Context: an optimization exercise on an open-source flow, tuned for small area. The choices shown serve that exercise and are no tape-out recipe. Function was checked by simulation only, so behaviour that the tests miss may differ from the original. Power is estimated from default activity; no workload was simulated.

### design/flow/flow/run.sh
#!/bin/bash
# Layout flow: the standard ORFS flow (standard.sh) with two changes.
#  1. Synthesis maps the logic with an area-oriented ABC script
#     (flow/abc_area.script: no buffering or gate upsizing; the resizer
#     repairs slew and capacitance after placement). Everything else in
#     synthesis, flip-flop mapping and naming included, is the standard one.
#  2. Clock tree synthesis uses small clock buffers and no dummy loads.
# Each make step writes its tool's full log under orfs/logs/; the make
# output goes to flow_make.log in this folder.
set -euo pipefail
W=$PWD
rm -rf "$W/scripts_area"
cp -r "$FLOW_HOME/scripts" "$W/scripts_area"
cp "$W/flow/abc_area.script" "$W/scripts_area/abc_speed.script"
CTS="-sink_clustering_enable -repair_clock_nets -dont_use_dummy_load -buf_list {sky130_fd_sc_hd__clkbuf_8} -sink_clustering_size 20 -sink_clustering_max_diameter 60"
bash standard.sh "SCRIPTS_DIR=$W/scripts_area" "CTS_ARGS=$CTS" "BUFFER_PORTS_ARGS=-inputs -outputs -buffer_cell sky130_fd_sc_hd__buf_1" finish > "$W/flow_make.log" 2>&1
### design/flow/flow/abc_area.script
&get -n
&st
&dch -f
&nf -R 1000
&st
&dch -f
&nf -R 1000
&st
&dch -f
&nf -R 1000
&put
### design/flow/standard.sh
#!/bin/bash
# synth_recipe.tcl (not shown) runs the flow's synth.tcl, then flattens the netlist and writes it again
# the make line also repeats each setting of config.mk as NAME=value (left out here)
make -C /OpenROAD-flow-scripts/flow DESIGN_CONFIG=/design/flow/config.mk WORK_HOME=/design/flow/orfs CLKGATE_MAP_FILE= SYNTH_SCRIPT=/design/flow/synth_recipe.tcl "${@:-finish}"
### design/flow/config.mk
export PLATFORM = sky130hd
export DESIGN_NAME = chess
export DESIGN_NICKNAME = chess
export VERILOG_FILES = /design/flow/design.v
export SDC_FILE = /design/flow/constraint.sdc
export NUM_CORES = 4
export LEC_CHECK = 0
export CAP_MARGIN = 20
export CELL_PAD_IN_SITES_DETAIL_PLACEMENT = 0
export CELL_PAD_IN_SITES_GLOBAL_PLACEMENT = 0
export CORE_MARGIN = 2
export CORE_UTILIZATION = 65
export PLACE_DENSITY = 0.75
export SLEW_MARGIN = 20
### design/flow/constraint.sdc
create_clock -name core_clock -period 40.0 [get_ports {clk}]
set_input_delay 8.0000 -clock core_clock [delete_from_list [all_inputs] [get_ports {clk}]]
set_output_delay 8.0000 -clock core_clock [all_outputs]
set_load 0.01 [all_outputs]
### design/flow/design.v
module debounce(
    input  wire clk,
    input  wire rst,
    input  wire btn,
    output reg  pulse,         
    output wire pulse_next,    
    output wire pulse_next2    
);
    localparam [10:0] TERM  = 11'b100_1110_1001;    
    localparam [10:0] TERM1 = 11'b110_0111_0100;    
    localparam [10:0] INV   = 11'b010_1010_1010;
    reg        a;
    reg [10:0] f;
    wire [10:0] s = f ^ INV;
    wire x    = btn ^ a;           
    wire idle = (s == 11'd0);
    wire term = (s == TERM);
    wire adv  = x & ~term;         
    wire fin  = x & term;          
    assign pulse_next  = ~a & term;
    assign pulse_next2 = ~a & (s == TERM1);
    wire [10:0] sn = adv ? {s[9:0], (s[10] ^ s[8]) | (idle & ~pulse)} : 11'd0;
    always @(posedge clk) begin
        if (rst) begin
            a     <= 1'b0;
            pulse <= 1'b0;
            f     <= INV;
        end else begin
            pulse <= fin & ~a;
            if (fin) a <= ~a;
            f <= sn ^ INV;
        end
    end
endmodule
module chess(
    input  wire       clk,
    input  wire       rst,
    input  wire [4:0] btn,
    output wire       vga_hsync,
    output wire       vga_vsync,
    output wire [2:0] vga_r,
    output wire [2:0] vga_g,
    output wire [1:0] vga_b
);
    genvar i;
    localparam [2:0] P_PAWN = 3'd1, P_KNIGHT = 3'd2, P_BISHOP = 3'd3,
                     P_ROOK = 3'd4, P_QUEEN  = 3'd5,  P_KING   = 3'd6;
    wire [4:0] bp, bn1, bn2;
    generate for (i = 0; i < 5; i = i + 1) begin : DB
        debounce u_db(.clk(clk), .rst(rst), .btn(btn[i]), .pulse(bp[i]),
                      .pulse_next(bn1[i]), .pulse_next2(bn2[i]));
    end endgenerate
    wire btn_c = bp[0], btn_u = bp[1], btn_l = bp[2], btn_r = bp[3], btn_d = bp[4];
    wire rd_pass = bn2[0];                  
    wire rd_cur  = bn1[0] | bp[0];          
    wire steal   = rd_pass | rd_cur;
    reg [2:0] hb;  reg [3:0] ha;  reg [3:0] hk;
    reg [2:0] vb;  reg [3:0] va;  reg [3:0] vk;
    wire hb4 = hb[2] & ~hb[1];
    wire hb3 = hb[2] & hb[1];
    wire hb0 = ~(hb[2] | hb[0]);
    wire vb4 = vb[2] & ~vb[1];
    wire vb0 = ~(vb[2] | vb[0]);
    wire hend  = (hk == 4'd13) & (ha == 4'd4) & hb3;      
    wire vwrap = (vk == 4'd10) & (va == 4'd3) & vb4;      
    always @(posedge clk) begin
        if (rst) begin
            hb <= 3'b100; ha <= 4'd4; hk <= 4'd13;
            vb <= 3'b100; va <= 4'd5; vk <= 4'd9;
        end else begin
            hb <= {hb[1:0], ~(hb[2] | hb[1])};
            if (hb4) begin
                ha <= (ha == 4'd9) ? 4'd0 : ha + 4'd1;
                if (ha == 4'd8) hk <= hk + 4'd1;
            end
            if (hend) begin
                if (vwrap) begin
                    vb <= 3'b000; va <= 4'd9; vk <= 4'd0;
                end else begin
                    vb <= {vb[1:0], ~(vb[2] | vb[1])};
                    if (vb4) begin
                        va <= (va == 4'd9) ? 4'd0 : va + 4'd1;
                        if (va == 4'd8) vk <= vk + 4'd1;
                    end
                end
            end
        end
    end
    assign vga_hsync = ((hk == 4'd10) & (ha >= 4'd6) & (ha <= 4'd8))
                     | (hk == 4'd11)
                     | ((hk == 4'd12) & ((ha == 4'd9) | (ha <= 4'd4) | ((ha == 4'd5) & hb0)));
    assign vga_vsync = ((vk == 4'd8) & (va == 4'd8) & vb4)
                     | ((vk == 4'd9) & (va == 4'd9) & vb0);
    wire hpre = (hk == 4'd15) & (ha == 4'd8) & hb4;     
    wire vpre = vwrap;                                  
    wire in_x = (~hk[3] & ~((hk == 4'd7) & (ha == 4'd8) & hb4)) | hpre;
    wire in_y = (~vk[3] & ~((vk == 4'd7) & (va == 4'd8) & vb4)) | vpre;
    wire [2:0] col = hpre ? 3'd0 : hk[2:0];
    wire [2:0] row = vpre ? 3'd0 : vk[2:0];
    wire bord = ha[3] | ((ha == 4'd7) & hb4) | hpre
              | va[3] | ((va == 4'd7) & vb4) | vpre;
    localparam S_SEL = 2'd0, S_MOVE = 2'd1, S_WRITE = 2'd2, S_ERASE = 2'd3;
    reg       st_hi, st_lo;     
    wire [1:0] state = {st_hi, st_lo};
    reg       player;
    reg [2:0] cr, cc;           
    reg [5:0] sel;
    reg [2:0] sel_type;
    reg [5:0] cprev;            
    reg       legal;
    reg       pass_empty;
    wire [5:0] cursor = {cr, cc};
    function [2:0] back_rank(input integer c);
        back_rank = (c == 0 || c == 7) ? P_ROOK :
                    (c == 1 || c == 6) ? P_KNIGHT :
                    (c == 2 || c == 5) ? P_BISHOP :
                    (c == 3) ? P_QUEEN : P_KING;
    endfunction
    function [3:0] init_sq(input integer k);
        case (k / 8)
            0: init_sq = {1'b1, back_rank(k % 8)};
            1: init_sq = {1'b1, P_PAWN};
            6: init_sq = {1'b0, P_PAWN};
            7: init_sq = {1'b0, back_rank(k % 8)};
            default: init_sq = 4'b0000;
        endcase
    endfunction
    reg [255:0] bq;
    wire       wen = state[1];
    wire [5:0] wa  = state[0] ? sel : cprev;
    wire [3:0] wd  = state[0] ? 4'b0000 : {player, sel_type};
    wire [7:0] rsel, csel;
    generate for (i = 0; i < 8; i = i + 1) begin : DEC
        assign rsel[i] = rst | (wen & (wa[5:3] == i));
        assign csel[i] = rst | (wen & (wa[2:0] == i));
    end endgenerate
    generate for (i = 0; i < 64; i = i + 1) begin : SQ
        always @(posedge clk)
            if (rsel[i/8] & csel[i%8])
                bq[4*i +: 4] <= rst ? init_sq(i) : wd;
    end endgenerate
    wire [5:0] ra = rd_pass ? {player ? 3'd2 : 3'd5, sel[2:0]} :
                    rd_cur  ? cursor : {row, col};
    reg [31:0] prow;                       
    always @(*) begin
        case (ra[5:3])
            3'd0: prow = bq[31:0];    3'd1: prow = bq[63:32];
            3'd2: prow = bq[95:64];   3'd3: prow = bq[127:96];
            3'd4: prow = bq[159:128]; 3'd5: prow = bq[191:160];
            3'd6: prow = bq[223:192]; default: prow = bq[255:224];
        endcase
    end
    wire [3:0] port = prow[{ra[2:0], 2'b00} +: 4];
    reg [3:0] dcopy;
    always @(posedge clk)
        if (!steal) dcopy <= port;
    wire [3:0] dsq = steal ? dcopy : port;
    wire c_occ   = |port[2:0];
    wire c_own   = c_occ & (port[3] == player);
    wire c_opp   = c_occ & (port[3] != player);
    wire c_empty = ~c_occ;
    wire [2:0] sc = sel[2:0], sr = sel[5:3];
    wire [2:0] dh = (cc >= sc) ? cc - sc : sc - cc;
    wire [2:0] dv = (cr >= sr) ? cr - sr : sr - cr;
    wire fwd  = player ? (cr > sr) : (cr < sr);
    wire home = player ? (sr == 3'd1) : (sr == 3'd6);
    wire h0 = (dh == 3'd0), h1 = (dh == 3'd1), h2 = (dh == 3'd2);
    wire v0 = (dv == 3'd0), v1 = (dv == 3'd1), v2 = (dv == 3'd2);
    reg legal_n;
    always @(*) begin
        case (sel_type)
            P_PAWN:   legal_n = fwd & ((v1 & h0 & c_empty) | (v1 & h1 & c_opp)
                                     | (v2 & h0 & home & c_empty & pass_empty));
            P_KNIGHT: legal_n = (h2 & v1) | (h1 & v2);
            P_BISHOP: legal_n = (dh == dv);
            P_ROOK:   legal_n = h0 | v0;
            P_QUEEN:  legal_n = h0 | v0 | (dh == dv);
            P_KING:   legal_n = (h0 | h1) & (v0 | v1);
            default:  legal_n = 1'b0;
        endcase
    end
    always @(posedge clk) begin
        legal <= legal_n;
        cprev <= cursor;
        if (rd_pass) pass_empty <= ~|port[2:0];
        if (rst) begin
            {st_hi, st_lo} <= S_SEL;
            player <= 1'b0;
            cr     <= 3'd6;
            cc     <= 3'd4;
        end else begin
            case (state)
                S_SEL:
                    if (btn_c & c_own) begin
                        {st_hi, st_lo} <= S_MOVE;
                        sel      <= cursor;
                        sel_type <= port[2:0];
                    end
                S_MOVE:
                    if (btn_c) begin
                        if (~c_own & legal)
                            {st_hi, st_lo} <= S_WRITE;
                        else if (c_own) begin
                            sel      <= cursor;
                            sel_type <= port[2:0];
                        end else
                            {st_hi, st_lo} <= S_SEL;
                    end
                S_WRITE: {st_hi, st_lo} <= S_ERASE;
                S_ERASE: begin
                    {st_hi, st_lo} <= S_SEL;
                    player <= ~player;
                end
            endcase
            if      (btn_l && cc != 3'd0) cc <= cc - 3'd1;
            else if (btn_r && cc != 3'd7) cc <= cc + 3'd1;
            else if (btn_u && cr != 3'd0) cr <= cr - 3'd1;
            else if (btn_d && cr != 3'd7) cr <= cr + 3'd1;
        end
    end
    reg art;
    always @(*) begin
        case ({dsq[2:0], va[2:0], ha[2:0]})
            9'd99: art = 1'b1;
            9'd100: art = 1'b1;
            9'd106: art = 1'b1;
            9'd107: art = 1'b1;
            9'd108: art = 1'b1;
            9'd109: art = 1'b1;
            9'd113: art = 1'b1;
            9'd114: art = 1'b1;
            9'd115: art = 1'b1;
            9'd116: art = 1'b1;
            9'd117: art = 1'b1;
            9'd118: art = 1'b1;
            9'd121: art = 1'b1;
            9'd122: art = 1'b1;
            9'd123: art = 1'b1;
            9'd124: art = 1'b1;
            9'd125: art = 1'b1;
            9'd126: art = 1'b1;
            9'd131: art = 1'b1;
            9'd132: art = 1'b1;
            9'd137: art = 1'b1;
            9'd138: art = 1'b1;
            9'd139: art = 1'b1;
            9'd140: art = 1'b1;
            9'd141: art = 1'b1;
            9'd144: art = 1'b1;
            9'd145: art = 1'b1;
            9'd146: art = 1'b1;
            9'd147: art = 1'b1;
            9'd148: art = 1'b1;
            9'd149: art = 1'b1;
            9'd150: art = 1'b1;
            9'd152: art = 1'b1;
            9'd153: art = 1'b1;
            9'd154: art = 1'b1;
            9'd156: art = 1'b1;
            9'd157: art = 1'b1;
            9'd158: art = 1'b1;
            9'd159: art = 1'b1;
            9'd165: art = 1'b1;
            9'd166: art = 1'b1;
            9'd167: art = 1'b1;
            9'd171: art = 1'b1;
            9'd172: art = 1'b1;
            9'd173: art = 1'b1;
            9'd174: art = 1'b1;
            9'd175: art = 1'b1;
            9'd178: art = 1'b1;
            9'd179: art = 1'b1;
            9'd180: art = 1'b1;
            9'd181: art = 1'b1;
            9'd182: art = 1'b1;
            9'd183: art = 1'b1;
            9'd185: art = 1'b1;
            9'd186: art = 1'b1;
            9'd187: art = 1'b1;
            9'd188: art = 1'b1;
            9'd189: art = 1'b1;
            9'd190: art = 1'b1;
            9'd203: art = 1'b1;
            9'd204: art = 1'b1;
            9'd210: art = 1'b1;
            9'd211: art = 1'b1;
            9'd212: art = 1'b1;
            9'd213: art = 1'b1;
            9'd218: art = 1'b1;
            9'd219: art = 1'b1;
            9'd220: art = 1'b1;
            9'd221: art = 1'b1;
            9'd227: art = 1'b1;
            9'd228: art = 1'b1;
            9'd235: art = 1'b1;
            9'd236: art = 1'b1;
            9'd242: art = 1'b1;
            9'd243: art = 1'b1;
            9'd244: art = 1'b1;
            9'd245: art = 1'b1;
            9'd248: art = 1'b1;
            9'd249: art = 1'b1;
            9'd250: art = 1'b1;
            9'd253: art = 1'b1;
            9'd254: art = 1'b1;
            9'd255: art = 1'b1;
            9'd265: art = 1'b1;
            9'd267: art = 1'b1;
            9'd268: art = 1'b1;
            9'd270: art = 1'b1;
            9'd273: art = 1'b1;
            9'd274: art = 1'b1;
            9'd275: art = 1'b1;
            9'd276: art = 1'b1;
            9'd277: art = 1'b1;
            9'd278: art = 1'b1;
            9'd282: art = 1'b1;
            9'd283: art = 1'b1;
            9'd284: art = 1'b1;
            9'd285: art = 1'b1;
            9'd291: art = 1'b1;
            9'd292: art = 1'b1;
            9'd299: art = 1'b1;
            9'd300: art = 1'b1;
            9'd306: art = 1'b1;
            9'd307: art = 1'b1;
            9'd308: art = 1'b1;
            9'd309: art = 1'b1;
            9'd313: art = 1'b1;
            9'd314: art = 1'b1;
            9'd315: art = 1'b1;
            9'd316: art = 1'b1;
            9'd317: art = 1'b1;
            9'd318: art = 1'b1;
            9'd329: art = 1'b1;
            9'd331: art = 1'b1;
            9'd333: art = 1'b1;
            9'd335: art = 1'b1;
            9'd337: art = 1'b1;
            9'd339: art = 1'b1;
            9'd341: art = 1'b1;
            9'd343: art = 1'b1;
            9'd345: art = 1'b1;
            9'd347: art = 1'b1;
            9'd349: art = 1'b1;
            9'd351: art = 1'b1;
            9'd353: art = 1'b1;
            9'd355: art = 1'b1;
            9'd357: art = 1'b1;
            9'd359: art = 1'b1;
            9'd361: art = 1'b1;
            9'd362: art = 1'b1;
            9'd363: art = 1'b1;
            9'd364: art = 1'b1;
            9'd365: art = 1'b1;
            9'd366: art = 1'b1;
            9'd367: art = 1'b1;
            9'd369: art = 1'b1;
            9'd370: art = 1'b1;
            9'd371: art = 1'b1;
            9'd372: art = 1'b1;
            9'd373: art = 1'b1;
            9'd374: art = 1'b1;
            9'd375: art = 1'b1;
            9'd377: art = 1'b1;
            9'd378: art = 1'b1;
            9'd379: art = 1'b1;
            9'd380: art = 1'b1;
            9'd381: art = 1'b1;
            9'd382: art = 1'b1;
            9'd383: art = 1'b1;
            9'd387: art = 1'b1;
            9'd388: art = 1'b1;
            9'd393: art = 1'b1;
            9'd394: art = 1'b1;
            9'd395: art = 1'b1;
            9'd396: art = 1'b1;
            9'd397: art = 1'b1;
            9'd398: art = 1'b1;
            9'd403: art = 1'b1;
            9'd404: art = 1'b1;
            9'd411: art = 1'b1;
            9'd412: art = 1'b1;
            9'd418: art = 1'b1;
            9'd419: art = 1'b1;
            9'd420: art = 1'b1;
            9'd421: art = 1'b1;
            9'd425: art = 1'b1;
            9'd426: art = 1'b1;
            9'd427: art = 1'b1;
            9'd428: art = 1'b1;
            9'd429: art = 1'b1;
            9'd430: art = 1'b1;
            9'd433: art = 1'b1;
            9'd434: art = 1'b1;
            9'd435: art = 1'b1;
            9'd436: art = 1'b1;
            9'd437: art = 1'b1;
            9'd438: art = 1'b1;
            9'd442: art = 1'b1;
            9'd443: art = 1'b1;
            9'd444: art = 1'b1;
            9'd445: art = 1'b1;
            default: art = 1'b0;
        endcase
    end
    wire is_cur = (cursor == {row, col});
    wire is_sel = (state == S_MOVE) & (sel == {row, col});
    wire dark   = row[0] ^ col[0];
    reg [2:0] code;
    always @(posedge clk) begin
        if (rst | ~(in_x & in_y))
            code <= 3'b000;
        else if (bord)
            code <= is_cur ? 3'b001 : is_sel ? 3'b010 : dark ? 3'b100 : 3'b110;
        else if (art)
            code <= dsq[3] ? 3'b101 : 3'b011;
        else
            code <= dark ? 3'b100 : 3'b110;
    end
    assign vga_r = {code[1] | (code[2] & ~code[0]), code[1], code[2] | code[1]};
    assign vga_g = {code[1] & (code[2] | code[0]), code[1] & (code[2] | code[0]),
                    code[0] & (code[2] | code[1])};
    assign vga_b = {code[2] ? code[1] : code[0], code[0]};
endmodule
==> flow_summary_export.csv, run 1 <==
group,metric,value,unit
final_layout,multi_input_area,0.00505,mm2
final_layout,post-route-util,0.701,
timing,setup_violations,0,
clocking,post_cts_resized,0,
floorplanning,rows,56,
timing,fin_crit,10.45,ns
critical_path,crit_slowest_cell,"dfxtp_1",
critical_path,crit_fanout,15,
floorplanning,die_w,158,um
critical_path,crit_required,32.00,ns
worst_hold_path,whs_path_depth,1,
route,drc,0,
floorplanning,core-area,0.0233,mm2
synthesis,yosys.area.top_type,"edfxtp_1",
place,globalplace.congestion,0.858,
synthesis,ys_ff_latch,376,
route,routedWlPerCell,22.3,um
synthesis,postSynthCellCount,1226,
global_route,grt_max_degree,57,
global_route,first_global_vias,10197,
place,io_buffers,16,
status,status,"finished clean",
timing,slew_headroom,0.227,
final_layout,register_area,0.0102,mm2
synthesis,ys.flop_type,"edfxtp_1",
critical_path,r2r_setup_slack,33.98,ns
critical_path,worst-path-buf-inv,1,
route,initialDrtViolationCount,1202,
timing,fmax,95.7,MHz
clocking,cts_buffer_depth,3,
timing,final_max_slew_viol_count,0,
clocking,insertion_delay,0.58,ns
critical_path,rr_endpoint,"st_lo",
route,avgViaCountPerCell,6.58,
floorplanning,die_area,0.0248,mm2
route,routed_wl,35.7,mm
synthesis,synthArstFlopShare,0,
synthesis,avgSynthCellArea,12.5,um2
critical_path,slowest_delay,0.63,ns
global_route,grt-ovfl-total,0,
synthesis,syn_area,0.0153,mm2
final_layout,fill_cells,1679,
synthesis,synth_edf_count,266,
power_and_ir_drop,p_leak,0.00551,uW
synthesis,yosysUniqueCellTypes,58,
worst_hold_path,min_from,"DB[0].u_db.f[8]",
floorplanning,initial_core_util,0.657,
global_route,antenna_found_initial,0,
clocking,cts_max_level,1,
synthesis,yosysSeqAreaShare,0.665,
critical_path,cp.arrival,2.45,ns
clocking,numCtsBuffers,27,
timing,finalHoldViolCount,0,
clocking,cts_tree,"yes",
synthesis,synth.yosys.warnings,2,
final_layout,drive_gt1_frac,0.0482,
route,routed-via-count,10560,
clocking,clkSlewWorstSetupHoldPaths,0.11,ns
floorplanning,ioPinCount,17,
synthesis,synth_nets,1266,
final_layout,areaGrowthSynthToFinish,6.66,%
worst_hold_path,hold_class,"flip-flop to flip-flop",
final_layout,nets,1328,
timing,fin_crit_sh,0.261,
clocking,post-cts-setup-buffers,0,
timing,finalClockSkew,0.0504,ns
critical_path,reg2regPathDepth,22,
critical_path,worstReg2RegStart,"DB[0].u_db.f[5]",
synthesis,ys_top_cells_by_area,"edfxtp_1 52%, dfxtp_1 14%, nor2_1 4.3%",
job,cap_violations,0,
critical_path,path_cells,"nor2b_1 > nand3b_1 > nor4b_1 > a31oi_1 > nor2_1 > buf_1",
place,hpwl,23.0,mm
timing,rsz0062_at_grt,"false",
global_route,grt_pass1_wl,55.3,mm
global_route,track_usage,0.293,
critical_path,worstSetupEndpointType,"output port",
critical_path,critical_path_class,"flip-flop to output port",
clocking,clkSinkCount,376,
clocking,cts-root-buf,"clkbuf_8",
power_and_ir_drop,p_per_area,40.9,mW/mm2
power_and_ir_drop,peakVddDrop,0.0286,mV
timing,tightest_slew,1.16,ns
route,dr.pass1.iters,6,
route,ant_nets,0,
synthesis,synth_top_area_frac,0.521,
critical_path,critical-path-top-delay-family,"simple AND/OR/NAND/NOR gates",
timing,finalSetupTns,0,ns
critical_path,start_kind,"flip-flop",
floorplanning,die_h,158,um
clocking,ctsHoldBuffers,0,
worst_hold_path,holdPathEnd,"DB[0].u_db.f[9]",
-- cells in the mapped netlist (8+ instances only) --
| library cell | n |
|---|---|
| a211oi_1 | 8 |
| a21o_1 | 8 |
| a21oi_1 | 71 |
| a221oi_1 | 29 |
| a222oi_1 | 30 |
| a22oi_1 | 41 |
| a31oi_1 | 16 |
| and2_0 | 9 |
| clkinv_1 | 33 |
| dfxtp_1 | 110 |
| edfxtp_1 | 266 |
| ha_1 | 27 |
| mux2i_1 | 12 |
| nand2_1 | 102 |
| nand2b_1 | 11 |
| nand3_1 | 31 |
| nand4_1 | 15 |
| nor2_1 | 176 |
| nor3_1 | 22 |
| nor4_1 | 10 |
| nor4b_1 | 9 |
| o211ai_1 | 13 |
| o21ai_0 | 53 |
| xnor2_1 | 17 |
| xor2_1 | 8 |
-- cells by family after synthesis --
| family | synth area share |
|---|---|
| AND/OR/NAND/NOR | 0.129 |
| flip-flops | 0.665 |
| AO/OA/AOI/OAI | 0.142 |
| buffers and inverters | 0.00955 |
| adder cells (fa/ha/maj) | 0.0299 |
| XOR/XNOR | 0.0143 |
| multiplexers | 0.0100 |
-- final cells by class --
cell class,instances,area share
antenna,1,0.000153
inverter,33,0.00758
timing repair buffer,36,0.0129
sequential,376,0.623
tap,319,0.0244
clock buffer,27,0.0227
multi-input combinational,814,0.309
-- worst max-delay path by stage --
stage,from,end,slack (ns),depth (start not counted)
2_1_floorplan,rst,bq[102],30.22,1
3_3_place_gp,rst,bq[32],29.93,5
3_5_place_dp,rst,bq[192],29.93,5
4_1_cts,va[0],vga_vsync,29.55,6
5_1_grt,va[0],vga_vsync,29.34,6
6_report,va[0],vga_vsync,29.55,6
-- power breakdown --
| group | switching (uW) | leakage, uW | internal, uW | total [uW] |
|---|---|---|---|---|
| Sequential | 8.70 | 0.00341 | 440 | 449 |
| Clock | 109 | 0.000194 | 60.2 | 169 |
| Combinational | 37.8 | 0.00190 | 12.7 | 50.5 |
| Total | 156 | 0.00551 | 513 | 669 |
-- layer usage --
metal  wire length, um  vias up  track usage  part of all wire
met5                 0        -            0                 0
met4              1500        0        0.122             0.042
met3              2960      101       0.0471             0.083
met2             17200      514        0.488              0.48
met1             14100     5074        0.387              0.39
li1                  -     4871            -                 -
-- cells in the final DEF, fill, tap and decap left out, types with 16 or more instances in the layout --
master      n
a222oi_1   30
nor2_1    169
a31oi_1    16
a21oi_1    68
clkinv_1   33
nor3_1     18
o21ai_0    52
xnor2_1    17
clkbuf_8   27
dfxtp_1   110
a221oi_1   29
edfxtp_1  266
ha_1       27
a22oi_1    41
nand2_1   102
nand3_1    31
buf_4      20
-- registers in the layout (all words and copies together) (netlist names), 3 cells and up --
| register | count |
|---|---|
| DB.u_db.a | 5 |
| dcopy | 4 |
| hk | 4 |
| sel | 6 |
| hb | 3 |
| DB.u_db.f | 55 |
| vb | 3 |
| sel_type | 3 |
| cprev | 6 |
| DB.u_db.pulse | 5 |
| vk | 4 |
| cr | 3 |
| cc | 3 |
| code | 3 |
| ha | 4 |
| va | 4 |
| bq | 256 |
-- stage by stage --
step                setup slack (ns)  area, um2  total power, uW  hold slack, ns  std cells
floorplan                      30.22      15300              486           0.366       1226
global placement               29.93      16000              506           0.370       1578
detailed placement             29.93      16000              507           0.382       1578
CTS                            29.55      16300              670           0.369       1605
global route                   29.34      16300              691           0.381       1605
finish                         29.55      16300              669           0.367       1606
==> run 2: changes to the inputs <==
==> design/flow/flow/abc_area.script (replaced) <==
&get -n
&st
&deepsyn -T 60
&st
&dch -f
&nf -R 1000
&st
&dch -f
&nf -R 1000
&st
&dch -f
&nf -R 1000
&put
==> flow_summary_export.csv, run 2 <==
group,metric,value,unit
final_layout,final_common_cell,"edfxtp_1",
clocking,post_cts_resized,0,
global_route,grt_pass1_wl,55.3,mm
route,met2_length,17.0,mm
power_and_ir_drop,p_leak,0.00560,uW
synthesis,synth_edf_count,266,
timing,tightest_slew,1.10,ns
critical_path,path_cells,"clkinv_1 > ha_1 > nand3b_1 > o21ai_0 > a21oi_1 > o32ai_1 > buf_1",
route,dr.pass1.iters,7,
synthesis,synth_xor_area_frac,0.0138,
synthesis,muxShareOfSynthArea,0.00684,
critical_path,slowest_delay,0.50,ns
floorplanning,core-area,0.0228,mm2
synthesis,avgSynthCellArea,12.5,um2
final_layout,areaGrowthSynthToFinish,6.53,%
synthesis,synth_compound_area_frac,0.136,
synthesis,synthAdderAreaFrac,0.0302,
route,routed_wl,36.1,mm
route,routed-via-count,10356,
synthesis,synth.yosys.warnings,2,
power_and_ir_drop,finalPower,625,uW
synthesis,synth_top_family_by_area,"compound AO/OA/AOI/OAI gates",
status,status,"finished clean",
critical_path,worstSetupEndpointType,"output port",
synthesis,ys.flop_type,"edfxtp_1",
route,initialDrtViolationCount,1186,
timing,rsz0062_at_grt,"false",
final_layout,regMostFlops,"bq",
clocking,ctsHoldBuffers,0,
final_layout,drive_gt1_frac,0.0478,
critical_path,worst-path-buf-inv,2,
final_layout,fill_cells,1640,
timing,finalHoldViolCount,0,
worst_hold_path,hold_class,"flip-flop to flip-flop",
synthesis,synth_simple_gate_area_share,0.131,
clocking,numCtsBuffers,25,
timing,finalSetupTns,0,ns
synthesis,syn_area,0.0152,mm2
floorplanning,die_area,0.0246,mm2
final_layout,post-route-util,0.710,
synthesis,synthTopCellsByCount,"266 x edfxtp_1, 168 x nor2_1, 127 x nand2_1",
synthesis,yosysUniqueCellTypes,55,
floorplanning,die_h,157,um
global_route,track_usage,0.299,
global_route,grt_max_degree,59,
timing,fin_crit_sh,0.254,
synthesis,synthArstFlopShare,0,
timing,slew_headroom,0.266,
route,met1_length,14.5,mm
final_layout,register_area,0.0102,mm2
power_and_ir_drop,p_per_area,38.6,mW/mm2
clocking,clkSinkCount,376,
final_layout,n_antenna_cell,0,
route,drc,0,
critical_path,crit_fanout,8,
final_layout,design_area,0.0162,mm2
synthesis,ys_ff_latch,376,
place,io_buffers,16,
final_layout,reg_top3,"bq: 256 flops, DB.u_db.f: 55 flops",
timing,finalClockSkew,0.0728,ns
synthesis,synth_nets,1257,
final_layout,multi_input_area,0.00489,mm2
critical_path,crit_required,32.00,ns
synthesis,yosysSeqAreaShare,0.671,
place,place_area,0.0158,mm2
critical_path,critical-path-top-delay-family,"flip-flops",
clocking,insertion_delay,0.59,ns
global_route,grt-ovfl-total,0,
final_layout,final_cell_mix,"266 x edfxtp_1, 163 x nor2_1, 127 x nand2_1, 110 x dfxtp_1, 85 x a21oi_1",
route,ant_nets,0,
floorplanning,rows,55,
synthesis,synth_top_area_frac,0.526,
route,routed.top_layer,"met4",
timing,fin_crit,10.18,ns
clocking,cts-root-buf,"clkbuf_8",
route,met3_length,3.23,mm
floorplanning,ioPinCount,17,
global_route,first_global_vias,9939,
clocking,cts_buffer_depth,3,
global_route,antenna_found_initial,0,
critical_path,start_kind,"flip-flop",
timing,holdWs,0.379,ns
timing,setup_violations,0,
clocking,clkSlewWorstSetupHoldPaths,0.11,ns
place,globalplace.congestion,0.876,
synthesis,ys_top_cells_by_area,"edfxtp_1 53%, dfxtp_1 15%, nor2_1 4.2%",
synthesis,yosys.area.top_type,"edfxtp_1",
synthesis,postSynthCellCount,1217,
route,routedWlPerCell,22.7,um
critical_path,critical_path_class,"flip-flop to output port",
floorplanning,die_w,157,um
final_layout,nets,1318,
clocking,cts_tree,"yes",
clocking,post-cts-setup-buffers,0,
synthesis,yosysMostFrequentCell,"edfxtp_1",
job,cap_violations,0,
place,hpwl,23.5,mm
timing,fmax,98.3,MHz
critical_path,cp.arrival,2.18,ns
power_and_ir_drop,peakVddDrop,0.0265,mV
clocking,cts_max_level,1,
final_layout,largest_reg_flops,256,
floorplanning,initial_core_util,0.667,
route,avgViaCountPerCell,6.52,
timing,final_max_slew_viol_count,0,
critical_path,crit_slowest_cell,"dfxtp_1",
==> run 2: cell types whose count changed after synthesis, sizes merged, moves of 5 or more <==
cell and delta:
a21oi +15, a221oi +7, a22oi -12, a311oi -6, a31oi -7, and2 +6, mux2i -5, nand2 +25
nor2 -8, nor4b -5, o211ai -11, o21ai -23
==> run 2: logic make-up after synthesis <==
family	Yosys count
AO/OA/AOI/OAI	293
XOR/XNOR	24
adder cells (fa/ha/maj)	33
buffers and inverters	40
flip-flops	376
multiplexers	10
AND/OR/NAND/NOR	441
==> run 2: area by class of cell <==
class | instances | share of cell area
clock buffers | 25 | 0.0213
repair buffers | 37 | 0.0138
flip-flops and latches | 376 | 0.630
multi-input cells | 801 | 0.302
inverters | 37 | 0.00859
well taps | 313 | 0.0242
==> run 2: power breakdown <==
| group | internal, uW | leakage, uW | switching [uW] |
|---|---|---|---|
| clock network | 56.3 | 0.000180 | 109 |
| registers | 427 | 0.00344 | 4.80 |
| logic | 7.71 | 0.00198 | 19.9 |
==> run 2: worst paths after layout <==
path	start	end	slack, ns	cells after the start
hold reg to reg	DB[1].u_db.f[4]	DB[1].u_db.f[5]	0.38	1
setup reg to reg	vk[0]	code[1]	33.76	26
setup / recovery	ha[2]	vga_hsync	29.82	7
hold / removal	DB[1].u_db.f[4]	DB[1].u_db.f[5]	0.38	1
==> run 2: stage by stage <==
stage	cells	worst slack (ns)
after detailed placement	1563	29.48
final	1589	29.82
after global routing	1589	29.69
after floorplan	1217	29.95
after CTS	1588	29.78
after global placement	1562	29.51
==> run 2: worst register-to-register path, stage by stage (launching register included) <==
cell      delay [ns]
dfxtp_1         0.49
clkinv_1        0.17
ha_1            0.22
nor3b_1         0.13
nor2_1          0.08
nor3_1          0.09
nand2b_1        0.24
nand2_1         0.23
o21ai_0         0.64
and2_0          0.22
buf_4           0.28
nor2b_2         0.59
buf_4           0.33
a22oi_1         0.11
nand2_1         0.10
a221oi_1        0.05
nand2_1         0.10
nand2_1         0.05
a21oi_1         0.28
a211oi_1        0.17
o21ai_0         0.59
nor4_1          0.14
a311oi_1        0.39
a31o_1          0.22
a21oi_1         0.04
nor2_1          0.09
nor2_1          0.05
==> run 2: layer usage <==
layer  up-vias  global-route usage
met5         -                   0
met4         0               0.114
met3        83              0.0529
met2       530               0.485
met1      4969               0.407
li1       4774                   -
==> run 3: changes to the inputs <==
--- a/design/flow/flow/run.sh
+++ b/design/flow/flow/run.sh
@@ -13,4 +13,4 @@
 cp -r "$FLOW_HOME/scripts" "$W/scripts_area"
 cp "$W/flow/abc_area.script" "$W/scripts_area/abc_speed.script"
-CTS="-sink_clustering_enable -repair_clock_nets -dont_use_dummy_load -buf_list {sky130_fd_sc_hd__clkbuf_8} -sink_clustering_size 20 -sink_clustering_max_diameter 60"
+CTS="-sink_clustering_enable -repair_clock_nets -dont_use_dummy_load -buf_list {sky130_fd_sc_hd__clkbuf_16} -sink_clustering_size 30 -sink_clustering_max_diameter 50"
 bash standard.sh "SCRIPTS_DIR=$W/scripts_area" "CTS_ARGS=$CTS" "BUFFER_PORTS_ARGS=-inputs -outputs -buffer_cell sky130_fd_sc_hd__buf_1" finish > "$W/flow_make.log" 2>&1
==> design/flow/flow/abc_area.script (replaced) <==
&get -n
&st
&dch -f
&nf -R 1000
&st
&dch -f
&nf -R 1000
&st
&dch -f
&nf -R 1000
&put
==> flow_summary_export.csv, run 3 <==
group,metric,value,unit
status,status,"finished clean",
power_and_ir_drop,p_per_area,46.4,mW/mm2
clocking,cts_tree,"yes",
synthesis,ys_ff_latch,376,
route,routedWlPerCell,22.3,um
route,routed_wl,36.1,mm
floorplanning,die_area,0.0248,mm2
timing,finalClockSkew,0.0457,ns
final_layout,design_area,0.0169,mm2
final_layout,final_cell_mix,"266 x edfxtp_1, 169 x nor2_1, 110 x dfxtp_1, 102 x nand2_1, 68 x a21oi_1",
synthesis,synth_simple_gate_area_share,0.129,
timing,fin_crit_sh,0.258,
clocking,cts-root-buf,"clkbuf_16",
synthesis,ys.flop_type,"edfxtp_1",
synthesis,yosysMostFrequentCell,"edfxtp_1",
synthesis,postSynthCellCount,1226,
route,initialDrtViolationCount,1341,
job,cap_violations,0,
clocking,clkSinkCount,376,
synthesis,synth_xor_area_frac,0.0143,
global_route,grt_pass1_wl,55.8,mm
final_layout,reg_top3,"bq: 256 flops, DB.u_db.f: 55 flops",
clocking,post_cts_resized,0,
final_layout,regMostFlops,"bq",
synthesis,muxShareOfSynthArea,0.0100,
timing,rsz0062_at_grt,"false",
timing,fmax,96.7,MHz
critical_path,crit_slowest_cell,"dfxtp_1",
power_and_ir_drop,peakVddDrop,0.0439,mV
floorplanning,die_h,158,um
critical_path,crit_fanout,15,
final_layout,final_common_cell,"edfxtp_1",
final_layout,drive_gt1_frac,0.0548,
synthesis,avgSynthCellArea,12.5,um2
synthesis,synth_edf_count,266,
power_and_ir_drop,p_leak,0.00576,uW
clocking,insertion_delay,0.52,ns
timing,slew_headroom,0.280,
synthesis,ys_top_cells_by_area,"edfxtp_1 52%, dfxtp_1 14%, nor2_1 4.3%",
synthesis,yosysSeqAreaShare,0.665,
clocking,cts_buffer_depth,3,
synthesis,yosysUniqueCellTypes,58,
synthesis,syn_area,0.0153,mm2
timing,fin_crit,10.34,ns
place,hpwl,23.0,mm
global_route,grt_max_degree,57,
global_route,antenna_found_initial,0,
clocking,cts_max_level,2,
clocking,numCtsBuffers,36,
timing,setup_violations,0,
power_and_ir_drop,finalPower,783,uW
critical_path,slowest_delay,0.62,ns
final_layout,fill_cells,1618,
timing,final_max_slew_viol_count,0,
route,routed-via-count,10610,
critical_path,critical_path_class,"flip-flop to output port",
synthesis,synth_top_family_by_area,"compound AO/OA/AOI/OAI gates",
floorplanning,initial_core_util,0.657,
critical_path,crit_required,32.00,ns
synthesis,synthTopCellsByCount,"266 x edfxtp_1, 176 x nor2_1, 110 x dfxtp_1",
floorplanning,rows,56,
global_route,grt-ovfl-total,0,
final_layout,areaGrowthSynthToFinish,10.1,%
critical_path,path_cells,"nor2b_1 > nand3b_1 > nor4b_1 > a31oi_1 > nor2_1 > buf_1",
critical_path,cp.arrival,2.34,ns
synthesis,synth_top_area_frac,0.521,
route,dr.pass1.iters,7,
timing,finalHoldViolCount,0,
clocking,post-cts-setup-buffers,0,
synthesis,synth_nets,1266,
timing,tightest_slew,1.08,ns
global_route,track_usage,0.297,
critical_path,critical-path-top-delay-family,"simple AND/OR/NAND/NOR gates",
critical_path,worstSetupEndpointType,"output port",
global_route,first_global_vias,10248,
route,ant_nets,0,
synthesis,synth.yosys.warnings,2,
clocking,clkSlewWorstSetupHoldPaths,0.06,ns
place,io_buffers,16,
final_layout,nets,1337,
place,globalplace.congestion,0.858,
route,avgViaCountPerCell,6.57,
floorplanning,die_w,158,um
final_layout,largest_reg_flops,256,
floorplanning,core-area,0.0233,mm2
floorplanning,ioPinCount,17,
synthesis,synth_compound_area_frac,0.142,
place,place_area,0.0160,mm2
synthesis,synthAdderAreaFrac,0.0299,
clocking,ctsHoldBuffers,0,
route,drc,0,
critical_path,worst-path-buf-inv,1,
critical_path,start_kind,"flip-flop",
worst_hold_path,hold_class,"flip-flop to flip-flop",
synthesis,synthArstFlopShare,0,
synthesis,yosys.area.top_type,"edfxtp_1",
timing,finalSetupTns,0,ns
## run 3: cell types whose count changed in the layout (fill, tap and decap cells not counted), moves of 7 or more
| cell | delta |
|---|---|
| a22oi_1 | +12 |
| o211ai_1 | +11 |
| o21ai_0 | +23 |
| a21oi_1 | -17 |
| clkbuf_8 | -25 |
| clkbuf_16 | +36 |
| a31oi_1 | +7 |
| nand2_1 | -25 |
## run 3: cell families (layout without fill, tap and decap cells)
logic type,after synthesis,in the layout
and+or+nand+nor,428,428
xor gates and xnor gates,25,25
AOI/OAI and AO/OA,313,313
adders and majority gates,33,33
buffers and inverters,36,105
other,0,1
DFF,376,376
muxes,15,15
## run 3: per-layer routing
layer	routed length, um	vias up	track usage
met2	17400	545	0.490
met1	14100	5074	0.390
met3	3240	96	0.0540
met4	1350	0	0.129
met5	0	-	0
li1	-	4895	-
## run 3: path summary, 6_finish.rpt
check,end,startpoint,slack (ns),depth (start not counted)
worst min-delay path,DB[3].u_db.f[3],DB[3].u_db.f[2],0.37,1
worst max register to register,st_lo,DB[0].u_db.f[5],34.00,22
worst min register to register,DB[3].u_db.f[3],DB[3].u_db.f[2],0.37,1
worst max-delay path,vga_vsync,va[0],29.66,6
## run 3: report_power, final
group	leakage (uW)	total (uW)	internal (uW)	switching, uW
Clock	0.000444	284	158	125
Combinational	0.00190	50.5	12.7	37.8
Sequential	0.00341	449	441	8.79
## run 3: through the flow
stage | setup WS (ns) | utilization | std cells | hold slack, ns
3_3_place_gp | 29.93 | 0.684 | 1578 | 0.370
5_1_grt | 29.46 | 0.723 | 1614 | 0.382
6_report | 29.66 | 0.723 | 1615 | 0.371
2_1_floorplan | 30.22 | - | 1226 | 0.366
3_5_place_dp | 29.93 | 0.685 | 1578 | 0.382
4_1_cts | 29.67 | 0.723 | 1614 | 0.371
## run 3: area by class of cell
cell class	count	area (um2)	area share
Clock buffer	36	901	0.0534
Timing Repair Buffer	36	211	0.0125
Antenna cell	1	2.50	0.000148
Inverter	33	124	0.00734
Tap cell	319	399	0.0236
Multi-Input combinational cell	814	5050	0.299
Sequential cell	376	10200	0.604
==> run 4: changes to the inputs <==
--- a/design/flow/flow/run.sh
+++ b/design/flow/flow/run.sh
@@ -13,4 +13,4 @@
 cp -r "$FLOW_HOME/scripts" "$W/scripts_area"
 cp "$W/flow/abc_area.script" "$W/scripts_area/abc_speed.script"
-CTS="-sink_clustering_enable -repair_clock_nets -dont_use_dummy_load -buf_list {sky130_fd_sc_hd__clkbuf_16} -sink_clustering_size 30 -sink_clustering_max_diameter 50"
+CTS="-sink_clustering_enable -repair_clock_nets -dont_use_dummy_load -buf_list {sky130_fd_sc_hd__clkbuf_8} -sink_clustering_size 16 -sink_clustering_max_diameter 50"
 bash standard.sh "SCRIPTS_DIR=$W/scripts_area" "CTS_ARGS=$CTS" "BUFFER_PORTS_ARGS=-inputs -outputs -buffer_cell sky130_fd_sc_hd__buf_1" finish > "$W/flow_make.log" 2>&1
==> design/flow/flow/abc_area.script (replaced) <==
&get -n
&st
&deepsyn -T 60
&st
&dch -f
&nf -R 1000
&st
&dch -f
&nf -R 1000
&st
&dch -f
&nf -R 1000
&put
==> flow_summary_export.csv, run 4 <==
group,metric,value,unit
final_layout,fill_cells,1633,
status,status,"finished clean",
critical_path,setup.worst_path.end,"vga_hsync",
synthesis,synthArstFlopShare,0,
global_route,antenna_found_initial,0,
route,drc,0,
critical_path,rr_endpoint,"st_hi",
critical_path,crit_fanout,8,
timing,fin_crit_sh,0.255,
place,io_buffers,16,
final_layout,regMostFlops,"bq",
route,avgViaCountPerCell,6.53,
synthesis,synth_top_area_frac,0.526,
floorplanning,core-area,0.0228,mm2
timing,fin_crit,10.20,ns
clocking,clkSinkCount,376,
final_layout,n_antenna_cell,0,
timing,final_max_slew_viol_count,0,
clocking,cts_tree,"yes",
place,hpwl,23.5,mm
place,globalplace.congestion,0.876,
power_and_ir_drop,p_per_area,39.4,mW/mm2
clocking,clkSlewWorstSetupHoldPaths,0.10,ns
floorplanning,die_h,157,um
critical_path,cp.arrival,2.20,ns
critical_path,crit_required,32.00,ns
critical_path,worstReg2RegStart,"DB[0].u_db.f[10]",
timing,tightest_slew,1.12,ns
global_route,grt_pass1_wl,55.5,mm
route,routed_wl,36.2,mm
synthesis,synth_edf_count,266,
final_layout,final_common_cell,"edfxtp_1",
timing,slew_headroom,0.255,
route,dr.pass1.iters,10,
floorplanning,die_area,0.0246,mm2
synthesis,yosys.area.top_type,"edfxtp_1",
final_layout,reg_top3,"bq: 256 flops, DB.u_db.f: 55 flops",
global_route,track_usage,0.300,
route,initialDrtViolationCount,1316,
synthesis,yosysUniqueCellTypes,55,
synthesis,synth_nets,1257,
worst_hold_path,hold_class,"flip-flop to flip-flop",
synthesis,yosysSeqAreaShare,0.671,
timing,finalSetupTns,0,ns
final_layout,final_cell_mix,"266 x edfxtp_1, 163 x nor2_1, 127 x nand2_1, 110 x dfxtp_1, 85 x a21oi_1",
synthesis,synthTopCellsByCount,"266 x edfxtp_1, 168 x nor2_1, 127 x nand2_1",
synthesis,syn_area,0.0152,mm2
timing,rsz0062_at_grt,"false",
synthesis,ys_ff_latch,376,
floorplanning,die_w,157,um
final_layout,multi_input_area,0.00489,mm2
synthesis,synth.yosys.warnings,2,
global_route,grt_max_degree,59,
clocking,post_cts_resized,0,
clocking,ctsHoldBuffers,0,
floorplanning,initial_core_util,0.667,
critical_path,startpoint,"ha[2]",
route,ant_nets,0,
clocking,cts_max_level,1,
timing,finalHoldViolCount,0,
final_layout,register_area,0.0102,mm2
synthesis,ys_top_cells_by_area,"edfxtp_1 53%, dfxtp_1 15%, nor2_1 4.2%",
clocking,numCtsBuffers,31,
synthesis,avgSynthCellArea,12.5,um2
final_layout,areaGrowthSynthToFinish,7.00,%
timing,holdWs,0.378,ns
clocking,post-cts-setup-buffers,0,
global_route,grt-ovfl-total,0,
clocking,insertion_delay,0.63,ns
clocking,cts-root-buf,"clkbuf_8",
final_layout,post-route-util,0.713,
synthesis,postSynthCellCount,1217,
job,cap_violations,0,
power_and_ir_drop,p_leak,0.00563,uW
timing,fmax,98.1,MHz
floorplanning,ioPinCount,17,
synthesis,yosysMostFrequentCell,"edfxtp_1",
timing,setup_violations,0,
critical_path,worstSetupEndpointType,"output port",
critical_path,critical_path_class,"flip-flop to output port",
final_layout,drive_gt1_frac,0.0515,
floorplanning,rows,55,
global_route,first_global_vias,9991,
critical_path,r2r_setup_slack,33.72,ns
critical_path,start_kind,"flip-flop",
clocking,cts_buffer_depth,3,
timing,finalClockSkew,0.0778,ns
route,routedWlPerCell,22.7,um
critical_path,reg2regPathDepth,21,
power_and_ir_drop,peakVddDrop,0.0299,mV
synthesis,ys.flop_type,"edfxtp_1",
final_layout,largest_reg_flops,256,
final_layout,nets,1323,
route,routed-via-count,10412,
[run 4: final cells by class]
class | count | area share
timing repair buffer | 36 | 0.0130
multi-input combinational | 801 | 0.301
inverter | 37 | 0.00855
clock buffer | 31 | 0.0263
sequential | 376 | 0.627
tap | 313 | 0.0241
[run 4: worst min-delay path by stage]
stage	startpoint	to	slack [ns]	depth (start not counted)
after floorplan	DB[2].u_db.f[4]	DB[2].u_db.f[5]	0.36	1
final	DB[1].u_db.f[4]	DB[1].u_db.f[5]	0.38	1
after detailed placement	DB[4].u_db.f[4]	DB[4].u_db.f[5]	0.36	1
after global placement	DB[4].u_db.f[4]	DB[4].u_db.f[5]	0.36	1
after CTS	DB[1].u_db.f[4]	DB[1].u_db.f[5]	0.38	1
after global routing	DB[4].u_db.f[2]	DB[4].u_db.f[3]	0.40	1
[run 4: per-stage QoR]
stage	instance area [um2]	total power [uW]	setup slack (ns)	instances
finish	16200	641	29.80	1594
global route	16200	660	29.67	1594
CTS	16200	643	29.76	1594
detailed placement	15800	468	29.48	1563
global placement	15800	467	29.51	1562
floorplan	15200	457	29.95	1217
[run 4: cell families after synthesis]
| group | share of synthesized area |
|---|---|
| buffers and inverters | 0.0106 |
| XOR/XNOR | 0.0138 |
| adder cells (fa/ha/maj) | 0.0302 |
| flip-flops | 0.671 |
| AO/OA/AOI/OAI | 0.136 |
| multiplexers | 0.00684 |
| AND/OR/NAND/NOR | 0.131 |
[run 4: power by group]
part,internal [uW],switching (uW)
logic,7.61,20.0
registers,427,4.77
clock network,68.8,113
[run 4: worst max-delay path, stage by stage (launching register included)]
cell and delay [ns]:
dfxtp_1 0.50, clkinv_1 0.22, ha_1 0.24, nand3b_1 0.10
o21ai_0 0.12, a21oi_1 0.16, o32ai_1 0.12, buf_1 0.16
[run 4: layer usage]
| metal | up-vias | routed length [um] | GRT usage |
|---|---|---|---|
| met3 | 100 | 3380 | 0.0565 |
| met5 | - | 0 | 0 |
| li1 | 4779 | - | - |
| met1 | 4981 | 14400 | 0.408 |
| met4 | 0 | 1290 | 0.0965 |
| met2 | 552 | 17200 | 0.492 |
==> run 5: changes to the inputs <==
--- a/design/flow/flow/run.sh
+++ b/design/flow/flow/run.sh
@@ -13,4 +13,4 @@
 cp -r "$FLOW_HOME/scripts" "$W/scripts_area"
 cp "$W/flow/abc_area.script" "$W/scripts_area/abc_speed.script"
-CTS="-sink_clustering_enable -repair_clock_nets -dont_use_dummy_load -buf_list {sky130_fd_sc_hd__clkbuf_8} -sink_clustering_size 16 -sink_clustering_max_diameter 50"
+CTS="-sink_clustering_enable -repair_clock_nets -dont_use_dummy_load -buf_list {sky130_fd_sc_hd__clkbuf_16} -sink_clustering_size 30 -sink_clustering_max_diameter 80"
 bash standard.sh "SCRIPTS_DIR=$W/scripts_area" "CTS_ARGS=$CTS" "BUFFER_PORTS_ARGS=-inputs -outputs -buffer_cell sky130_fd_sc_hd__buf_1" finish > "$W/flow_make.log" 2>&1
==> design/flow/flow/abc_area.script (replaced) <==
&get -n
&st
&dch -f
&nf -R 1000
&st
&dch -f
&nf -R 1000
&st
&dch -f
&nf -R 1000
&put
--- a/design/flow/config.mk
+++ b/design/flow/config.mk
@@ -10,5 +10,5 @@
 export CELL_PAD_IN_SITES_GLOBAL_PLACEMENT = 0
 export CORE_MARGIN = 2
-export CORE_UTILIZATION = 65
-export PLACE_DENSITY = 0.75
+export CORE_UTILIZATION = 50
+export PLACE_DENSITY = 0.6
 export SLEW_MARGIN = 20
==> flow_summary_export.csv, run 5 <==
group,metric,value,unit
status,status,"finished clean",
synthesis,synth_nets,1266,
critical_path,cp.arrival,2.38,ns
timing,fin_crit_sh,0.260,
route,dr.pass1.iters,6,
synthesis,yosysSeqAreaShare,0.665,
clocking,cts_max_level,1,
synthesis,avgSynthCellArea,12.5,um2
synthesis,synth_edf_count,266,
clocking,post_cts_resized,0,
global_route,antenna_found_initial,0,
synthesis,syn_area,0.0153,mm2
synthesis,synthArstFlopShare,0,
synthesis,yosysUniqueCellTypes,58,
timing,finalClockSkew,0.0401,ns
power_and_ir_drop,finalPower,688,uW
final_layout,regMostFlops,"bq",
clocking,post-cts-setup-buffers,0,
global_route,grt_max_degree,57,
synthesis,yosysMostFrequentCell,"edfxtp_1",
timing,holdWs,0.402,ns
synthesis,ys_top_cells_by_area,"edfxtp_1 52%, dfxtp_1 14%, nor2_1 4.3%",
route,routed_wl,38.0,mm
final_layout,nets,1315,
place,io_buffers,16,
floorplanning,core-area,0.0303,mm2
critical_path,crit_slowest_cell,"dfxtp_1",
synthesis,postSynthCellCount,1226,
clocking,ctsHoldBuffers,0,
critical_path,worstSetupEndpointType,"output port",
route,initialDrtViolationCount,1098,
clocking,clkSlewWorstSetupHoldPaths,0.10,ns
global_route,track_usage,0.243,
final_layout,reg_top3,"bq: 256 flops, DB.u_db.f: 55 flops",
place,hpwl,24.4,mm
route,avgViaCountPerCell,6.17,
timing,final_max_slew_viol_count,0,
power_and_ir_drop,p_per_area,41.7,mW/mm2
job,cap_violations,0,
critical_path,path_cells,"nor2b_1 > nand3b_1 > nor4b_1 > a31oi_1 > nor2_1 > buf_1",
floorplanning,rows,64,
timing,tightest_slew,1.02,ns
final_layout,final_cell_mix,"266 x edfxtp_1, 169 x nor2_1, 110 x dfxtp_1, 102 x nand2_1, 65 x a21oi_1",
timing,rsz0062_at_grt,"false",
synthesis,ys.flop_type,"edfxtp_1",
floorplanning,die_h,179,um
timing,fin_crit,10.38,ns
clocking,clkSinkCount,376,
synthesis,synth.yosys.warnings,2,
global_route,first_global_vias,10066,
critical_path,critical-path-top-delay-family,"simple AND/OR/NAND/NOR gates",
floorplanning,ioPinCount,17,
critical_path,start_kind,"flip-flop",
power_and_ir_drop,peakVddDrop,0.0360,mV
critical_path,crit_fanout,15,
critical_path,slowest_delay,0.62,ns
route,routedWlPerCell,22.8,um
final_layout,final_common_cell,"edfxtp_1",
clocking,cts-root-buf,"clkbuf_16",
timing,slew_headroom,0.310,
synthesis,synth_top_area_frac,0.521,
timing,fmax,96.3,MHz
final_layout,areaGrowthSynthToFinish,7.61,%
place,place_area,0.0161,mm2
final_layout,design_area,0.0165,mm2
route,routed-via-count,10297,
synthesis,synthTopCellsByCount,"266 x edfxtp_1, 176 x nor2_1, 110 x dfxtp_1",
timing,setup_violations,0,
power_and_ir_drop,p_leak,0.00551,uW
synthesis,ys_ff_latch,376,
critical_path,critical_path_class,"flip-flop to output port",
final_layout,drive_gt1_frac,0.0416,
final_layout,post-route-util,0.543,
worst_hold_path,hold_class,"flip-flop to flip-flop",
final_layout,n_antenna_cell,0,
synthesis,yosys.area.top_type,"edfxtp_1",
floorplanning,initial_core_util,0.505,
global_route,grt_pass1_wl,58.7,mm
clocking,cts_buffer_depth,3,
clocking,numCtsBuffers,17,
clocking,cts_tree,"yes",
floorplanning,die_area,0.0321,mm2
timing,finalSetupTns,0,ns
clocking,insertion_delay,0.53,ns
timing,finalHoldViolCount,0,
floorplanning,die_w,179,um
global_route,grt-ovfl-total,0,
route,drc,0,
critical_path,crit_required,32.00,ns
final_layout,largest_reg_flops,256,
route,ant_nets,0,
critical_path,worst-path-buf-inv,1,
place,globalplace.congestion,0.810,
run 5: cell type report:
type / instances / area, um2
Clock buffer: 17 / 425
Fill cell: 2622 / 13900
Inverter: 33 / 124
Multi-Input combinational cell: 814 / 5070
Sequential cell: 376 / 10200
Tap cell: 396 / 495
Timing Repair Buffer: 33 / 189
run 5: power breakdown:
group	switching, uW	total, uW	internal, uW	leakage (uW)
Sequential	8.94	449	440	0.00341
Clock	112	189	76.9	0.000209
Combinational	38.1	50.8	12.7	0.00189
run 5: stage by stage:
step / std cells / setup slack (ns)
global placement: 1652 / 29.88
global route: 1669 / 29.45
finish: 1669 / 29.62
floorplan: 1226 / 30.22
CTS: 1669 / 29.62
detailed placement: 1652 / 29.82
run 5: cell families after synthesis:
logic type,count (synthesis),share of synthesized area
flip-flops,376,0.665
AO/OA/AOI/OAI,313,0.142
XOR/XNOR,25,0.0143
AND/OR/NAND/NOR,428,0.129
multiplexers,15,0.0100
adder cells (fa/ha/maj),33,0.0299
buffers and inverters,36,0.00955
run 5: path summary, 6_finish.rpt:
path | startpoint | endpoint | slack, ns | cells after the start
worst max-delay path | va[0] | vga_vsync | 29.62 | 6
worst min-delay path | DB[2].u_db.f[2] | DB[2].u_db.f[3] | 0.40 | 1
worst min register to register | DB[2].u_db.f[2] | DB[2].u_db.f[3] | 0.40 | 1
worst max register to register | DB[0].u_db.f[5] | st_lo | 34.03 | 22
run 5: layer usage:
metal  share of wire  GRT usage
met1            0.42      0.331
met2            0.49      0.414
met3           0.058     0.0284
met4           0.033     0.0692
met5               0          0
==> run 6: changes to the inputs <==
==> design/flow/flow/run.sh (replaced) <==
#!/bin/bash
# Layout flow: the standard ORFS flow (standard.sh) with two changes.
#  1. Synthesis maps the logic with an area-oriented ABC script
#     (flow/abc_area.script: AIG restructuring with &deepsyn, then area
#     mapping with relaxed delay; no buffering or gate upsizing, the
#     resizer repairs slew and capacitance after placement). Everything
#     else in synthesis, flip-flop mapping and naming included, is the
#     standard one.
#  2. Clock tree synthesis uses clkbuf_8 buffers in clusters of at most 16
#     flip-flops, and no dummy loads.
#  3. The port buffers are buf_1.
# Each make step writes its tool's full log under orfs/logs/; the make
# output goes to flow_make.log in this folder.
set -euo pipefail
W=$PWD
rm -rf "$W/scripts_area"
cp -r "$FLOW_HOME/scripts" "$W/scripts_area"
cp "$W/flow/abc_area.script" "$W/scripts_area/abc_speed.script"
CTS="-sink_clustering_enable -repair_clock_nets -dont_use_dummy_load -buf_list {sky130_fd_sc_hd__clkbuf_8} -sink_clustering_size 16 -sink_clustering_max_diameter 50"
bash standard.sh "SCRIPTS_DIR=$W/scripts_area" "CTS_ARGS=$CTS" "BUFFER_PORTS_ARGS=-inputs -outputs -buffer_cell sky130_fd_sc_hd__buf_1" finish > "$W/flow_make.log" 2>&1
==> design/flow/flow/abc_area.script (replaced) <==
&get -n
&st
&deepsyn -T 60
&st
&dch -f
&nf -R 1000
&st
&dch -f
&nf -R 1000
&st
&dch -f
&nf -R 1000
&put
--- a/design/flow/config.mk
+++ b/design/flow/config.mk
@@ -10,5 +10,5 @@
 export CELL_PAD_IN_SITES_GLOBAL_PLACEMENT = 0
 export CORE_MARGIN = 2
-export CORE_UTILIZATION = 50
-export PLACE_DENSITY = 0.6
+export CORE_UTILIZATION = 65
+export PLACE_DENSITY = 0.75
 export SLEW_MARGIN = 20
==> flow_summary_export.csv, run 6 <==
group,metric,value,unit
place,globalplace.congestion,0.876,
synthesis,synth.yosys.warnings,2,
power_and_ir_drop,p_per_area,39.4,mW/mm2
timing,finalClockSkew,0.0778,ns
final_layout,n_antenna_cell,0,
clocking,clkSinkCount,376,
critical_path,slowest_delay,0.50,ns
critical_path,worstSetupEndpointType,"output port",
worst_hold_path,holdPathEnd,"DB[1].u_db.f[5]",
clocking,cts_tree,"yes",
critical_path,crit_required,32.00,ns
synthesis,synth_nets,1257,
synthesis,synthTopCellsByCount,"266 x edfxtp_1, 168 x nor2_1, 127 x nand2_1",
synthesis,ys_top_cells_by_area,"edfxtp_1 53%, dfxtp_1 15%, nor2_1 4.2%",
worst_hold_path,min_from,"DB[1].u_db.f[4]",
clocking,cts-root-buf,"clkbuf_8",
critical_path,worstReg2RegStart,"DB[0].u_db.f[10]",
timing,tightest_slew,1.12,ns
power_and_ir_drop,p_leak,0.00563,uW
critical_path,critical-path-top-delay-family,"flip-flops",
final_layout,final_common_cell,"edfxtp_1",
global_route,antenna_found_initial,0,
final_layout,nets,1323,
timing,setup_violations,0,
timing,slew_headroom,0.255,
global_route,grt-ovfl-total,0,
floorplanning,core-area,0.0228,mm2
place,hpwl,23.5,mm
final_layout,drive_gt1_frac,0.0515,
timing,fmax,98.1,MHz
critical_path,path_cells,"clkinv_1 > ha_1 > nand3b_1 > o21ai_0 > a21oi_1 > o32ai_1 > buf_1",
place,place_ws,29.48,ns
critical_path,critical_path_class,"flip-flop to output port",
critical_path,cp.arrival,2.20,ns
worst_hold_path,whs_path_depth,1,
global_route,grt_busiest_layer,"met2",
route,dr.pass1.iters,10,
global_route,grt_use_met1,0.408,
global_route,met2_usage,0.492,
final_layout,final_cell_mix,"266 x edfxtp_1, 163 x nor2_1, 127 x nand2_1, 110 x dfxtp_1, 85 x a21oi_1",
route,routed-via-count,10412,
floorplanning,ioPinCount,17,
job,cap_violations,0,
synthesis,yosys.area.top_type,"edfxtp_1",
route,routed_wl,36.2,mm
floorplanning,die_h,157,um
synthesis,ys_ff_latch,376,
global_route,grt_max_degree,59,
synthesis,postSynthCellCount,1217,
critical_path,worst-path-buf-inv,2,
final_layout,fill_cells,1633,
synthesis,synth_top_area_frac,0.526,
route,ant_nets,0,
route,initialDrtViolationCount,1316,
floorplanning,rows,55,
final_layout,largest_reg_flops,256,
synthesis,yosysSeqAreaShare,0.671,
clocking,cts_buffer_depth,3,
timing,holdWs,0.378,ns
power_and_ir_drop,peakVddDrop,0.0299,mV
critical_path,crit_slowest_cell,"dfxtp_1",
synthesis,synth_edf_count,266,
global_route,grt_pass1_wl,55.5,mm
timing,fin_crit,10.20,ns
timing,setup_ws,29.80,ns
timing,fin_crit_sh,0.255,
timing,finalSetupTns,0,ns
synthesis,yosysMostFrequentCell,"edfxtp_1",
critical_path,reg2regPathDepth,21,
place,io_buffers,16,
floorplanning,die_w,157,um
clocking,post_cts_resized,0,
synthesis,yosysUniqueCellTypes,55,
floorplanning,initial_core_util,0.667,
route,drc,0,
floorplanning,die_area,0.0246,mm2
clocking,post-cts-setup-buffers,0,
synthesis,synthArstFlopShare,0,
critical_path,start_kind,"flip-flop",
final_layout,post-route-util,0.713,
critical_path,rr_endpoint,"st_hi",
synthesis,avgSynthCellArea,12.5,um2
final_layout,areaGrowthSynthToFinish,7.00,%
synthesis,syn_area,0.0152,mm2
timing,final_max_slew_viol_count,0,
critical_path,crit_fanout,8,
final_layout,regMostFlops,"bq",
global_route,use_met3,0.0565,
global_route,track_usage,0.300,
clocking,numCtsBuffers,31,
clocking,insertion_delay,0.63,ns
clocking,clkSlewWorstSetupHoldPaths,0.10,ns
route,avgViaCountPerCell,6.53,
worst_hold_path,hold_class,"flip-flop to flip-flop",
critical_path,r2r_setup_slack,33.72,ns
status,status,"finished clean",
route,routedWlPerCell,22.7,um
clocking,ctsHoldBuffers,0,
timing,finalHoldViolCount,0,
final_layout,reg_top3,"bq: 256 flops, DB.u_db.f: 55 flops",
timing,rsz0062_at_grt,"false",
power_and_ir_drop,finalPower,641,uW
synthesis,ys.flop_type,"edfxtp_1",
global_route,first_global_vias,9991,
clocking,cts_max_level,1,
run 6: cell count changes after synthesis, sizes merged, moves of 8 or more:
cell and delta:
nand2 +25, o211ai -11, o21ai -23, a22oi -12, nor2 -8, a21oi +15
run 6: layout make-up:
type / instances / area [um2] / share of cell area
Tap cell: 313 / 392 / 0.0241
Clock buffer: 31 / 427 / 0.0263
Inverter: 37 / 139 / 0.00855
Sequential cell: 376 / 10200 / 0.627
Timing Repair Buffer: 36 / 211 / 0.0130
Multi-Input combinational cell: 801 / 4890 / 0.301
run 6: worst max-delay path by stage:
stage / start / to / slack, ns / cells after the start
floorplan: rst / bq[0] / 29.95 / 1
finish: ha[2] / vga_hsync / 29.80 / 7
CTS: ha[2] / vga_hsync / 29.76 / 7
global route: ha[2] / vga_hsync / 29.67 / 7
detailed placement: rst / bq[23] / 29.48 / 6
global placement: rst / bq[23] / 29.51 / 6
run 6: report_power, final:
group | switching (uW) | leakage (uW) | total (uW) | internal, uW
clock network | 113 | 0.000223 | 181 | 68.8
registers | 4.77 | 0.00344 | 432 | 427
logic | 20.0 | 0.00198 | 27.6 | 7.61
total | 137 | 0.00563 | 641 | 504
run 6: stage by stage:
step / std cells / cell area [um2]
after floorplan: 1217 / 15200
after global placement: 1562 / 15800
after detailed placement: 1563 / 15800
after CTS: 1594 / 16200
after global routing: 1594 / 16200
final: 1594 / 16200
run 6: kinds of logic (layout without fill, tap and decap cells):
family,count (synthesis),count (layout),synth area share
AND/OR/NAND/NOR,441,441,0.131
flip-flops,376,376,0.671
AO/OA/AOI/OAI,293,293,0.136
buffers and inverters,40,104,0.0106
adder cells (fa/ha/maj),33,33,0.0302
XOR/XNOR,24,24,0.0138
multiplexers,10,10,0.00684
run 6: routing by layer:
metal | routed length [um] | part of all wire | vias to the layer above
met3 | 3380 | 0.093 | 100
met1 | 14400 | 0.40 | 4981
met5 | 0 | 0 | -
met4 | 1290 | 0.036 | 0
li1 | - | - | 4779
met2 | 17200 | 0.47 | 552

==> what the ideal ports hide <==
Ports are ideal in the flow. The routed layouts listed here were re-timed in OpenROAD. Step 1, drivers: a clkbuf_16 drives clk and a buf_2 each remaining input, both assumed. Step 2, shift: input delay + t, output delay - t, t = (earliest + latest rising clock arrival at the registers) / 2. This alone moves slack from input paths to output paths. Three values: ideal ports, drivers, drivers and shift; two values: the first two.
run	t, ns	setup slack, ns	clock arrival spread, ns
run 1	0.614	29.548 / 29.502 / 29.933	0.070 / 0.070
run 2	0.599	29.824 / 29.781 / 29.523	0.072 / 0.073
run 3	0.552	29.663 / 29.612 / 29.900	0.045 / 0.046
run 4	0.631	29.805 / 29.764 / 29.397	0.084 / 0.085
run 5	0.559	29.620 / 29.571 / 29.873	0.040 / 0.040
run 6	0.631	29.805 / 29.764 / 29.397	0.084 / 0.085
After both steps every run listed still meets setup and hold.
